Source: an optimization exercise on an open RTL-to-GDS flow (aim: small area and a short achievable clock period). Production flows keep margins and buffers that such runs may drop. The RTL was checked by simulation tests, not by an equivalence proof against the original design. No activity file was given, so power comes from the tool's default toggle rates.

==> run B <==
## TopLevel
module TopLevel (
    input  logic        clk, rst,
    output logic [31:0] imem_addr,
    input  logic [31:0] imem_rdata,
    output logic [31:0] dmem_addr,
    output logic [31:0] dmem_wdata,
    output logic [3:0]  dmem_wstrb,
    output logic        dmem_re,
    input  logic [31:0] dmem_rdata
);
==> module TopLevel, before the edit <==
module TopLevel (
    input  logic        clk, rst,
    output logic [31:0] imem_addr,
    input  logic [31:0] imem_rdata,
    output logic [31:0] dmem_addr,
    output logic [31:0] dmem_wdata,
    output logic [3:0]  dmem_wstrb,
    output logic        dmem_re,
    input  logic [31:0] dmem_rdata
);
  logic [31:0] ins;
  logic [4:0]  op, rs1a, rs2a, rda;
  logic [2:0]  f3;
  assign ins  = imem_rdata;
  assign op   = ins[6:2];
  assign f3   = ins[14:12];
  assign rs1a = ins[19:15];
  assign rs2a = ins[24:20];
  assign rda  = ins[11:7];
  logic is_load, is_store, is_branch, is_jal, is_jalr, is_lui, is_auipc;
  assign is_load   = ~op[4] & ~op[3] & ~op[2];    
  assign is_store  = ~op[4] &  op[3] & ~op[2];    
  assign is_branch =  op[4] & ~op[0];             
  assign is_jal    =  op[4] &  op[1];             
  assign is_jalr   =  op[4] &  op[0] & ~op[1];    
  assign is_lui    =  op[3] &  op[2] &  op[0];    
  assign is_auipc  = ~op[3] &  op[2] &  op[0];    
  logic reg_wr;
  assign reg_wr = ~is_store & ~is_branch;
  logic [31:0] immI, immU, immC;
  assign immI = {{20{ins[31]}}, ins[31:20]};
  assign immU = {ins[31:12], 12'b0};
  always_comb begin
    if (is_branch)   immC = {{20{ins[31]}}, ins[7], ins[30:25], ins[11:8], 1'b0};
    else if (is_jal) immC = {{12{ins[31]}}, ins[19:12], ins[20], ins[30:21], 1'b0};
    else             immC = immU;
  end
  logic [31:0]    wdg;
  logic [1023:32] rff;
  genvar gi;
  generate
    for (gi = 1; gi < 32; gi = gi + 1) begin : g_rf
      logic [31:0] q;
      always_ff @(posedge clk)
        if (rst | (reg_wr & (rda == gi))) q <= wdg;
      assign rff[32*gi +: 32] = q;
    end
  endgenerate
  logic [31:0] rs1, rs2, rs1a_q, rs2a_q;
  rf_read_port rp1 (.a(rs1a), .d(rff), .q(rs1), .qa(rs1a_q));
  rf_read_port rp2 (.a(rs2a), .d(rff), .q(rs2), .qa(rs2a_q));
  logic [31:1] pc;
  logic [31:0] pc4, pcadd;
  assign imem_addr = {pc, 1'b0};
  assign pc4       = {pc[31:2] + 30'd1, pc[1], 1'b0};
  assign pcadd     = {pc, 1'b0} + immC;
  logic [31:0] addr;
  ks_add32 u_aadd (.a(rs1a_q), .b({immI[31:5], is_store ? ins[11:7] : ins[24:20]}), .s(addr));
  logic [31:0] opb, sum, shin, shr, shres, alu, xo;
  logic        sub_en, carry, lt, ltu, eq, cond;
  assign opb    = (op[3] & ~op[0]) ? rs2 : immI;
  assign sub_en = (op[4] & ~op[0]) | (~op[4] & (f3[1] | (op[3] & ins[30])));
  ks_addc32 u_alu_add (.a(rs1), .b(opb ^ {32{sub_en}}), .cin(sub_en), .s(sum), .cout(carry));
  assign ltu    = ~carry;
  assign lt     = (rs1[31] ^ opb[31]) ? rs1[31] : sum[31];
  assign xo     = rs1 ^ opb;                          
  assign eq     = ~|xo;
  always_comb
    if (f3[2]) cond = (f3[1] ? ltu : lt) ^ f3[0];
    else       cond = eq ^ f3[0];
  always_comb begin
    for (int k = 0; k < 32; k++) shin[k] = f3[2] ? rs1[k] : rs1[31-k];
  end
  assign shr = 32'($signed({f3[2] & ins[30] & rs1[31], shin}) >>> opb[4:0]);
  always_comb begin
    for (int k = 0; k < 32; k++) shres[k] = f3[2] ? shr[k] : shr[31-k];
  end
  always_comb
    case (f3)
      3'b000:  alu = 32'd0;          
      3'b001:  alu = shres;
      3'b010:  alu = {31'd0, lt};
      3'b011:  alu = {31'd0, ltu};
      3'b100:  alu = xo;
      3'b101:  alu = shres;
      3'b110:  alu = rs1 | opb;
      default: alu = rs1 & opb;
    endcase
  logic [1:0] la;
  assign la = rs1[1:0] + ins[21:20];
  logic [7:0]  lbyte;
  logic [15:0] lhalf;
  logic [31:0] ld;
  always_comb begin
    case (la)
      2'b00:   lbyte = dmem_rdata[7:0];
      2'b01:   lbyte = dmem_rdata[15:8];
      2'b10:   lbyte = dmem_rdata[23:16];
      default: lbyte = dmem_rdata[31:24];
    endcase
    lhalf = la[1] ? dmem_rdata[31:16] : dmem_rdata[15:0];
    if (f3[1])      ld = dmem_rdata;
    else if (f3[0]) ld = {{16{~f3[2] & lhalf[15]}}, lhalf};
    else            ld = {{24{~f3[2] & lbyte[7]}}, lbyte};
  end
  assign dmem_addr  = addr;
  assign dmem_re    = is_load;
  assign dmem_wdata = f3[1] ? rs2a_q : f3[0] ? {2{rs2a_q[15:0]}} : {4{rs2a_q[7:0]}};
  always_comb begin
    if (!is_store)  dmem_wstrb = 4'b0000;
    else if (f3[1]) dmem_wstrb = 4'b1111;
    else if (f3[0]) dmem_wstrb = addr[1] ? 4'b1100 : 4'b0011;
    else            dmem_wstrb = 4'b0001 << addr[1:0];
  end
  logic [31:0] wd_other;
  logic        sel_sum;
  assign sel_sum = op[2] & ~op[0] & ~op[4] & (f3 == 3'b000);    
  always_comb begin
    if (op[4])                wd_other = pc4;                   
    else if (~op[2])          wd_other = ld;                    
    else if (op[0])           wd_other = op[3] ? immU : pcadd;  
    else                      wd_other = alu;                   
  end
  late_mux32 u_wb (.s(sel_sum & ~rst), .a(sum), .b(wd_other & {32{~rst}}), .y(wdg));
  logic        take;
  logic [31:0] npc_other, pc_d;
  assign take      = is_jal | (is_branch & cond);
  assign npc_other = is_jalr ? {sum[31:1], 1'b0} : pc4;
  late_mux32 u_npc (.s(take & ~rst), .a(pcadd), .b(npc_other & {32{~rst}}), .y(pc_d));
  always_ff @(posedge clk)
    pc <= pc_d[31:1];
endmodule
==> module rf_l12, before the edit <==
module rf_l12 (input logic [31:1] sel, input logic [31:1] d, output logic [3:0] o);
  logic [15:0] n;
  assign n[0] = ~(d[1] & sel[1]);
  always_comb
    for (int j = 1; j < 16; j++)
      n[j] = ~((d[2*j] & sel[2*j]) | (d[2*j+1] & sel[2*j+1]));
  always_comb
    for (int j = 0; j < 4; j++)
      o[j] = ~(n[4*j] & n[4*j+1] & n[4*j+2] & n[4*j+3]);
endmodule
==> module rf_read_port, before the edit <==
module rf_read_port (
    input  logic [4:0]     a,
    input  logic [1023:32] d,
    output logic [31:0]    q,
    output logic [31:0]    qa
);
  logic [31:1]  sel;
  logic [127:0] o2;
  logic [63:0]  n3;
  rf_dec u_dec (.a(a), .sel(sel));
  for (genvar b = 0; b < 32; b++) begin : g_bit
    logic [31:1] db;
    logic [3:0]  ob;
    for (genvar k = 1; k < 32; k++) begin : g_reg
      assign db[k] = d[32*k + b];
    end
    rf_l12 u_l12 (.sel(sel), .d(db), .o(ob));
    for (genvar j = 0; j < 4; j++) begin : g_out
      assign o2[32*j + b] = ob[j];
    end
  end
  rf_l3  u_l3  (.o(o2), .n(n3));
  rf_l4  u_l4  (.n(n3), .q(q));
  rf_l4  u_l4a (.n(n3), .q(qa));
endmodule
==> module ks_gc, before the edit <==
module ks_gc (input logic [31:0] a, b, input logic cin, output logic [31:0] g);
  assign g[31:1] = a[31:1] & b[31:1];
  assign g[0] = (a[0] & b[0]) | ((a[0] | b[0]) & cin);
endmodule
==> module ks_addc32, before the edit <==
module ks_addc32 (input logic [31:0] a, b, input logic cin, output logic [31:0] s, output logic cout);
  logic [31:0] p, g;
  logic [31:0] g1, p1;
  logic [31:0] g2, p2;
  logic [31:0] g3, p3;
  logic [31:0] g4, p4;
  logic [31:0] g5, p5;
  ks_p u_p (.a(a), .b(b), .p(p));
  ks_gc u_g (.a(a), .b(b), .cin(cin), .g(g));
  assign p1[1:0] = '0;
  assign g1[0:0] = g[0:0];
  ks_l1 u_l1 (.gi(g), .pi(p), .go(g1[31:1]), .po(p1[31:2]));
  assign p2[3:0] = '0;
  assign g2[1:0] = g1[1:0];
  ks_l2 u_l2 (.gi(g1), .pi(p1), .go(g2[31:2]), .po(p2[31:4]));
  assign p3[7:0] = '0;
  assign g3[3:0] = g2[3:0];
  ks_l3 u_l3 (.gi(g2), .pi(p2), .go(g3[31:4]), .po(p3[31:8]));
  assign p4[15:0] = '0;
  assign g4[7:0] = g3[7:0];
  ks_l4 u_l4 (.gi(g3), .pi(p3), .go(g4[31:8]), .po(p4[31:16]));
  assign p5 = '0;
  assign g5[15:0] = g4[15:0];
  ks_l5 u_l5 (.gi(g4), .pi(p4), .go(g5[31:16]));
  assign s[0] = p[0] ^ cin;
  assign cout = ~g5[31];
  ks_sum u_s (.p(p), .g(g5), .s(s[31:1]));
endmodule
==> module late_mux32, before the edit <==
module late_mux32 (
    input  logic        s,
    input  logic [31:0] a,    
    input  logic [31:0] b,
    output logic [31:0] y
);
  assign y = s ? a : b;
endmodule
export LEC_CHECK = 0
export CAP_MARGIN = 20
export CORE_MARGIN = 2
export CORE_UTILIZATION = 55
export CTS_BUF_LIST = sky130_fd_sc_hd__clkbuf_8
export PLACE_DENSITY = 0.75
export SLEW_MARGIN = 20
export SYNTH_HIERARCHICAL = 1
export SYNTH_MINIMUM_KEEP_SIZE = 0
create_clock -name core_clock -period 15.0 [get_ports {clk}]
standard.sh (not shown) runs the stock make flow with config.mk's settings and CLKGATE_MAP_FILE= SYNTH_SCRIPT=/design/flow/synth_recipe.tcl, a recipe that flattens the netlist after the stock synthesis.
==> flow/flow/run.sh <==
#!/bin/bash
# The standard layout with these changes:
#  - the port buffers are buf_2 cells (buffer_ports' own pick is a slow delay cell);
#  - timing repair aims SETUP_SLACK_MARGIN below the clock period;
#  - clock tree synthesis inserts no dummy loads and clusters up to 14 sinks per leaf buffer.
# The full make output goes to standard_flow.log; ORFS's own logs are under orfs/logs.
set -euo pipefail
cd "$(dirname "$0")/.."
bash standard.sh \
  "BUFFER_PORTS_ARGS=-buffer_cell sky130_fd_sc_hd__buf_2" \
  SETUP_SLACK_MARGIN=5.5 \
  "CTS_ARGS=-sink_clustering_enable -repair_clock_nets -buf_list sky130_fd_sc_hd__clkbuf_8 -sink_clustering_size 14 -sink_clustering_max_diameter 80 -dont_use_dummy_load" \
  finish > standard_flow.log 2>&1
==> run E (differences from run B) <==
--- a/flow/design.v
+++ b/flow/design.v
@@ -448,4 +448,4 @@
   logic        sub_en, carry, lt, ltu, eq, cond;
-  assign opb    = (op[3] & ~op[0]) ? rs2 : immI;
-  assign sub_en = (op[4] & ~op[0]) | (~op[4] & (f3[1] | (op[3] & ins[30])));
+  assign opb    = op[3] ? rs2 : immI;                  
+  assign sub_en = op[4] | f3[1] | (op[3] & ins[30]);
   ks_addc32 u_alu_add (.a(rs1), .b(opb ^ {32{sub_en}}), .cin(sub_en), .s(sum), .cout(carry));
@@ -515,3 +515,3 @@
   assign take      = is_jal | (is_branch & cond);
-  assign npc_other = is_jalr ? {sum[31:1], 1'b0} : pc4;
+  assign npc_other = is_jalr ? {addr[31:1], 1'b0} : pc4;
   late_mux32 u_npc (.s(take & ~rst), .a(pcadd), .b(npc_other & {32{~rst}}), .y(pc_d));
- CORE_UTILIZATION: 55 -> 62
- PLACE_DENSITY: 0.75 -> 0.85
==> run D (differences from run B) <==
--- a/flow/design.v
+++ b/flow/design.v
@@ -448,4 +448,4 @@
   logic        sub_en, carry, lt, ltu, eq, cond;
-  assign opb    = (op[3] & ~op[0]) ? rs2 : immI;
-  assign sub_en = (op[4] & ~op[0]) | (~op[4] & (f3[1] | (op[3] & ins[30])));
+  assign opb    = op[3] ? rs2 : immI;                  
+  assign sub_en = op[4] | f3[1] | (op[3] & ins[30]);
   ks_addc32 u_alu_add (.a(rs1), .b(opb ^ {32{sub_en}}), .cin(sub_en), .s(sum), .cout(carry));
@@ -515,3 +515,3 @@
   assign take      = is_jal | (is_branch & cond);
-  assign npc_other = is_jalr ? {sum[31:1], 1'b0} : pc4;
+  assign npc_other = is_jalr ? {addr[31:1], 1'b0} : pc4;
   late_mux32 u_npc (.s(take & ~rst), .a(pcadd), .b(npc_other & {32{~rst}}), .y(pc_d));
==> flow/flow/run.sh (replaced) <==
#!/bin/bash
# The standard layout with these changes:
#  - the port buffers are buf_4 cells (buffer_ports' own pick is a slow delay cell);
#  - timing repair aims SETUP_SLACK_MARGIN below the clock period;
#  - clock tree synthesis inserts no dummy loads.
# The full make output goes to standard_flow.log; ORFS's own logs are under orfs/logs.
set -euo pipefail
cd "$(dirname "$0")/.."
bash standard.sh \
  "BUFFER_PORTS_ARGS=-buffer_cell sky130_fd_sc_hd__buf_4" \
  SETUP_SLACK_MARGIN=5.5 \
  "CTS_ARGS=-sink_clustering_enable -repair_clock_nets -buf_list sky130_fd_sc_hd__clkbuf_8 -dont_use_dummy_load" \
  finish > standard_flow.log 2>&1
==> run G (differences from run B) <==
--- a/flow/design.v
+++ b/flow/design.v
@@ -3,11 +3,12 @@
 endmodule
-module rf_l12 (input logic [31:1] sel, input logic [31:1] d, output logic [3:0] o);
-  logic [15:0] n;
-  assign n[0] = ~(d[1] & sel[1]);
+module rf_l1 (input logic [31:1] sel, input logic [1023:32] d, output logic [511:0] n);
+  assign n[31:0] = ~(d[63:32] & {32{sel[1]}});
   always_comb
     for (int j = 1; j < 16; j++)
-      n[j] = ~((d[2*j] & sel[2*j]) | (d[2*j+1] & sel[2*j+1]));
+      n[32*j +: 32] = ~((d[64*j +: 32] & {32{sel[2*j]}}) | (d[64*j+32 +: 32] & {32{sel[2*j+1]}}));
+endmodule
+module rf_l2 (input logic [511:0] n, output logic [127:0] o);
   always_comb
     for (int j = 0; j < 4; j++)
-      o[j] = ~(n[4*j] & n[4*j+1] & n[4*j+2] & n[4*j+3]);
+      o[32*j +: 32] = ~(n[128*j +: 32] & n[128*j+32 +: 32] & n[128*j+64 +: 32] & n[128*j+96 +: 32]);
 endmodule
@@ -23,6 +24,6 @@
     input  logic [1023:32] d,
-    output logic [31:0]    q,
-    output logic [31:0]    qa
+    output logic [31:0]    q
 );
   logic [31:1]  sel;
+  logic [511:0] n1;
   logic [127:0] o2;
@@ -30,16 +31,6 @@
   rf_dec u_dec (.a(a), .sel(sel));
-  for (genvar b = 0; b < 32; b++) begin : g_bit
-    logic [31:1] db;
-    logic [3:0]  ob;
-    for (genvar k = 1; k < 32; k++) begin : g_reg
-      assign db[k] = d[32*k + b];
-    end
-    rf_l12 u_l12 (.sel(sel), .d(db), .o(ob));
-    for (genvar j = 0; j < 4; j++) begin : g_out
-      assign o2[32*j + b] = ob[j];
-    end
-  end
+  rf_l1  u_l1  (.sel(sel), .d(d), .n(n1));
+  rf_l2  u_l2  (.n(n1), .o(o2));
   rf_l3  u_l3  (.o(o2), .n(n3));
   rf_l4  u_l4  (.n(n3), .q(q));
-  rf_l4  u_l4a (.n(n3), .q(qa));
 endmodule
@@ -51,6 +42,2 @@
 endmodule
-module ks_gc (input logic [31:0] a, b, input logic cin, output logic [31:0] g);
-  assign g[31:1] = a[31:1] & b[31:1];
-  assign g[0] = (a[0] & b[0]) | ((a[0] | b[0]) & cin);
-endmodule
 module ks_l1 (input logic [31:0] gi, pi, output logic [31:1] go, output logic [31:2] po);
@@ -352,38 +339,2 @@
 endmodule
-module ks_addc32 (input logic [31:0] a, b, input logic cin, output logic [31:0] s, output logic cout);
-  logic [31:0] p, g;
-  logic [31:0] g1, p1;
-  logic [31:0] g2, p2;
-  logic [31:0] g3, p3;
-  logic [31:0] g4, p4;
-  logic [31:0] g5, p5;
-  ks_p u_p (.a(a), .b(b), .p(p));
-  ks_gc u_g (.a(a), .b(b), .cin(cin), .g(g));
-  assign p1[1:0] = '0;
-  assign g1[0:0] = g[0:0];
-  ks_l1 u_l1 (.gi(g), .pi(p), .go(g1[31:1]), .po(p1[31:2]));
-  assign p2[3:0] = '0;
-  assign g2[1:0] = g1[1:0];
-  ks_l2 u_l2 (.gi(g1), .pi(p1), .go(g2[31:2]), .po(p2[31:4]));
-  assign p3[7:0] = '0;
-  assign g3[3:0] = g2[3:0];
-  ks_l3 u_l3 (.gi(g2), .pi(p2), .go(g3[31:4]), .po(p3[31:8]));
-  assign p4[15:0] = '0;
-  assign g4[7:0] = g3[7:0];
-  ks_l4 u_l4 (.gi(g3), .pi(p3), .go(g4[31:8]), .po(p4[31:16]));
-  assign p5 = '0;
-  assign g5[15:0] = g4[15:0];
-  ks_l5 u_l5 (.gi(g4), .pi(p4), .go(g5[31:16]));
-  assign s[0] = p[0] ^ cin;
-  assign cout = ~g5[31];
-  ks_sum u_s (.p(p), .g(g5), .s(s[31:1]));
-endmodule
-module late_mux32 (
-    input  logic        s,
-    input  logic [31:0] a,    
-    input  logic [31:0] b,
-    output logic [31:0] y
-);
-  assign y = s ? a : b;
-endmodule
 module TopLevel (
@@ -425,4 +376,5 @@
   end
-  logic [31:0]    wdg;
+  logic [31:0]    wd, wdg;
   logic [1023:32] rff;
+  assign wdg = rst ? 32'd0 : wd;
   genvar gi;
@@ -436,7 +388,7 @@
   endgenerate
-  logic [31:0] rs1, rs2, rs1a_q, rs2a_q;
-  rf_read_port rp1 (.a(rs1a), .d(rff), .q(rs1), .qa(rs1a_q));
-  rf_read_port rp2 (.a(rs2a), .d(rff), .q(rs2), .qa(rs2a_q));
+  logic [31:0] rs1, rs2;
+  rf_read_port rp1 (.a(rs1a), .d(rff), .q(rs1));
+  rf_read_port rp2 (.a(rs2a), .d(rff), .q(rs2));
   logic [31:1] pc;
-  logic [31:0] pc4, pcadd;
+  logic [31:0] pc4, pcadd, npc;
   assign imem_addr = {pc, 1'b0};
@@ -445,12 +397,11 @@
   logic [31:0] addr;
-  ks_add32 u_aadd (.a(rs1a_q), .b({immI[31:5], is_store ? ins[11:7] : ins[24:20]}), .s(addr));
-  logic [31:0] opb, sum, shin, shr, shres, alu, xo;
+  ks_add32 u_aadd (.a(rs1), .b({immI[31:5], is_store ? ins[11:7] : ins[24:20]}), .s(addr));
+  logic [31:0] opb, sum, shin, shr, shres, alu;
   logic        sub_en, carry, lt, ltu, eq, cond;
-  assign opb    = (op[3] & ~op[0]) ? rs2 : immI;
-  assign sub_en = (op[4] & ~op[0]) | (~op[4] & (f3[1] | (op[3] & ins[30])));
-  ks_addc32 u_alu_add (.a(rs1), .b(opb ^ {32{sub_en}}), .cin(sub_en), .s(sum), .cout(carry));
+  assign opb    = op[3] ? rs2 : immI;                  
+  assign sub_en = op[4] | f3[1] | (op[3] & ins[30]);
+  assign {carry, sum} = {1'b0, rs1} + {1'b0, opb ^ {32{sub_en}}} + {32'd0, sub_en};
   assign ltu    = ~carry;
   assign lt     = (rs1[31] ^ opb[31]) ? rs1[31] : sum[31];
-  assign xo     = rs1 ^ opb;                          
-  assign eq     = ~|xo;
+  assign eq     = (rs1 == rs2);
   always_comb
@@ -467,3 +418,3 @@
     case (f3)
-      3'b000:  alu = 32'd0;          
+      3'b000:  alu = sum;
       3'b001:  alu = shres;
@@ -471,3 +422,3 @@
       3'b011:  alu = {31'd0, ltu};
-      3'b100:  alu = xo;
+      3'b100:  alu = rs1 ^ opb;
       3'b101:  alu = shres;
@@ -476,4 +427,2 @@
     endcase
-  logic [1:0] la;
-  assign la = rs1[1:0] + ins[21:20];
   logic [7:0]  lbyte;
@@ -482,3 +431,3 @@
   always_comb begin
-    case (la)
+    case (addr[1:0])
       2'b00:   lbyte = dmem_rdata[7:0];
@@ -488,3 +437,3 @@
     endcase
-    lhalf = la[1] ? dmem_rdata[31:16] : dmem_rdata[15:0];
+    lhalf = addr[1] ? dmem_rdata[31:16] : dmem_rdata[15:0];
     if (f3[1])      ld = dmem_rdata;
@@ -495,3 +444,3 @@
   assign dmem_re    = is_load;
-  assign dmem_wdata = f3[1] ? rs2a_q : f3[0] ? {2{rs2a_q[15:0]}} : {4{rs2a_q[7:0]}};
+  assign dmem_wdata = f3[1] ? rs2 : f3[0] ? {2{rs2[15:0]}} : {4{rs2[7:0]}};
   always_comb begin
@@ -502,19 +451,16 @@
   end
-  logic [31:0] wd_other;
-  logic        sel_sum;
-  assign sel_sum = op[2] & ~op[0] & ~op[4] & (f3 == 3'b000);    
   always_comb begin
-    if (op[4])                wd_other = pc4;                   
-    else if (~op[2])          wd_other = ld;                    
-    else if (op[0])           wd_other = op[3] ? immU : pcadd;  
-    else                      wd_other = alu;                   
+    if (op[4])                wd = pc4;                   
+    else if (~op[2])          wd = ld;                    
+    else if (op[0])           wd = op[3] ? immU : pcadd;  
+    else                      wd = alu;                   
+  end
+  always_comb begin
+    if (is_jalr)                         npc = {addr[31:1], 1'b0};
+    else if (is_jal | (is_branch & cond)) npc = pcadd;
+    else                                 npc = pc4;
   end
-  late_mux32 u_wb (.s(sel_sum & ~rst), .a(sum), .b(wd_other & {32{~rst}}), .y(wdg));
-  logic        take;
-  logic [31:0] npc_other, pc_d;
-  assign take      = is_jal | (is_branch & cond);
-  assign npc_other = is_jalr ? {sum[31:1], 1'b0} : pc4;
-  late_mux32 u_npc (.s(take & ~rst), .a(pcadd), .b(npc_other & {32{~rst}}), .y(pc_d));
   always_ff @(posedge clk)
-    pc <= pc_d[31:1];
+    if (rst) pc <= 31'd0;
+    else     pc <= npc[31:1];
 endmodule
==> flow/run.sh (new file) <==
#!/bin/bash
# synth_recipe.tcl (not shown) runs the flow's synth.tcl, then flattens the netlist and writes it again
# the make line also repeats each setting of config.mk as NAME=value (left out here)
make -C /OpenROAD-flow-scripts/flow DESIGN_CONFIG=/design/flow/config.mk WORK_HOME=/design/flow/orfs CLKGATE_MAP_FILE= SYNTH_SCRIPT=/design/flow/synth_recipe.tcl finish
- CORE_UTILIZATION: 55 -> 40
- CTS_BUF_LIST: sky130_fd_sc_hd__clkbuf_8 -> not set
- PLACE_DENSITY: 0.75 -> not set
- SETUP_SLACK_MARGIN: not set -> 5
removed: flow/flow/run.sh
removed: flow/standard.sh
==> notes.md <==
                                                                                                        run B           run D                    run G           run E
CTS-repair resized insts                                                                                  129             248                      273             176
H-Tree Depth                                                                                                3               4                        3               3
Static leakage                                                                                       22.29 nW        22.96 nW                 23.80 nW        22.24 nW
Capturing element type of the critical path                                                          register  primary output                 register  primary output
Power consumed by combinational cells                                                                 2.45 mW         2.73 mW                  2.57 mW         2.64 mW
Wire length of the first global-routing pass                                                        329900 um       340800 um                352500 um       329400 um
Clock power frac                                                                                        0.184           0.231                    0.307           0.179
Outcome                                                                              timing/DRC/antenna clean  timing/DRC/antenna clean  timing/DRC/antenna clean  timing/DRC/antenna clean
GR met2 Demand/Resource                                                                                0.6282          0.6654                   0.4758          0.6931
Vias after detailed routing                                                                             49968           50204                    50906           50906
Clock transition time at the flip-flop clock pins of the worst setup and hold paths                   0.08 ns         0.05 ns                  0.06 ns         0.07 ns
Synthesized Nets                                                                                         5112            5054                     5302            5054
Count of cell instances traversed by the critical path                                                     18              16                       22              16
Origin of the worst setup path                                                                 imem_rdata[20]  imem_rdata[16]           imem_rdata[24]  imem_rdata[16]
Clock period minus worst slack                                                                       9.676 ns        9.657 ns                 10.18 ns        9.723 ns
Synthesized netlist cell count                                                                           4949            4891                     5106            4891
Global-route usage over all layers                                                                     0.4474          0.4657                   0.3406          0.4982
Post-layout util                                                                                       0.6158          0.6358                   0.4781          0.6967
Final Skew                                                                                         0.05710 ns      0.08843 ns               0.07850 ns      0.07483 ns
Endpoint of the worst setup timing path                                              g_rf[31].q[24]$_DFFE_PP_    dmem_addr[2]  g_rf[30].q[0]$_DFFE_PP_   dmem_addr[27]
Number of antenna violations at the first check in global routing                                          12              15                        7               8
1st-iter DRT viols                                                                                       9577            8970                     8452           10570

## what the ideal ports hide
The flow's constraints put no driver on any port. The routed layouts listed below were extracted and timed again, unchanged, in two steps.
Step 1 (the two cells are an assumption about what drives the block):
set clk [get_ports {clk}]
set_driving_cell -lib_cell sky130_fd_sc_hd__clkbuf_16 $clk
set_driving_cell -lib_cell sky130_fd_sc_hd__buf_2 [delete_from_list [all_inputs] $clk]
Step 2, shift: input delay + t, output delay - t, t = (earliest + latest rising clock arrival at the registers) / 2. This alone moves slack from input paths to output paths.
Slacks: ideal ports / drivers / drivers and shift; pairs: ideal ports / drivers.
run	t (ns)	setup slack, ns	hold slack, ns
run B	0.845	5.324 / 5.371 / 4.526	0.779 / 0.779 / 0.779
run E	0.795	5.277 / 5.234 / 4.588	0.762 / 0.762 / 0.762
run D	0.923	5.343 / 5.295 / 4.689	0.820 / 0.820 / 0.820
run G	0.832	4.820 / 4.838 / 4.028	0.649 / 0.649 / 0.649
After both steps every run listed still meets setup and hold. For run B, which loses most, drivers alone change the setup slack by +0.047 ns; drivers and shift together by -0.798 ns.
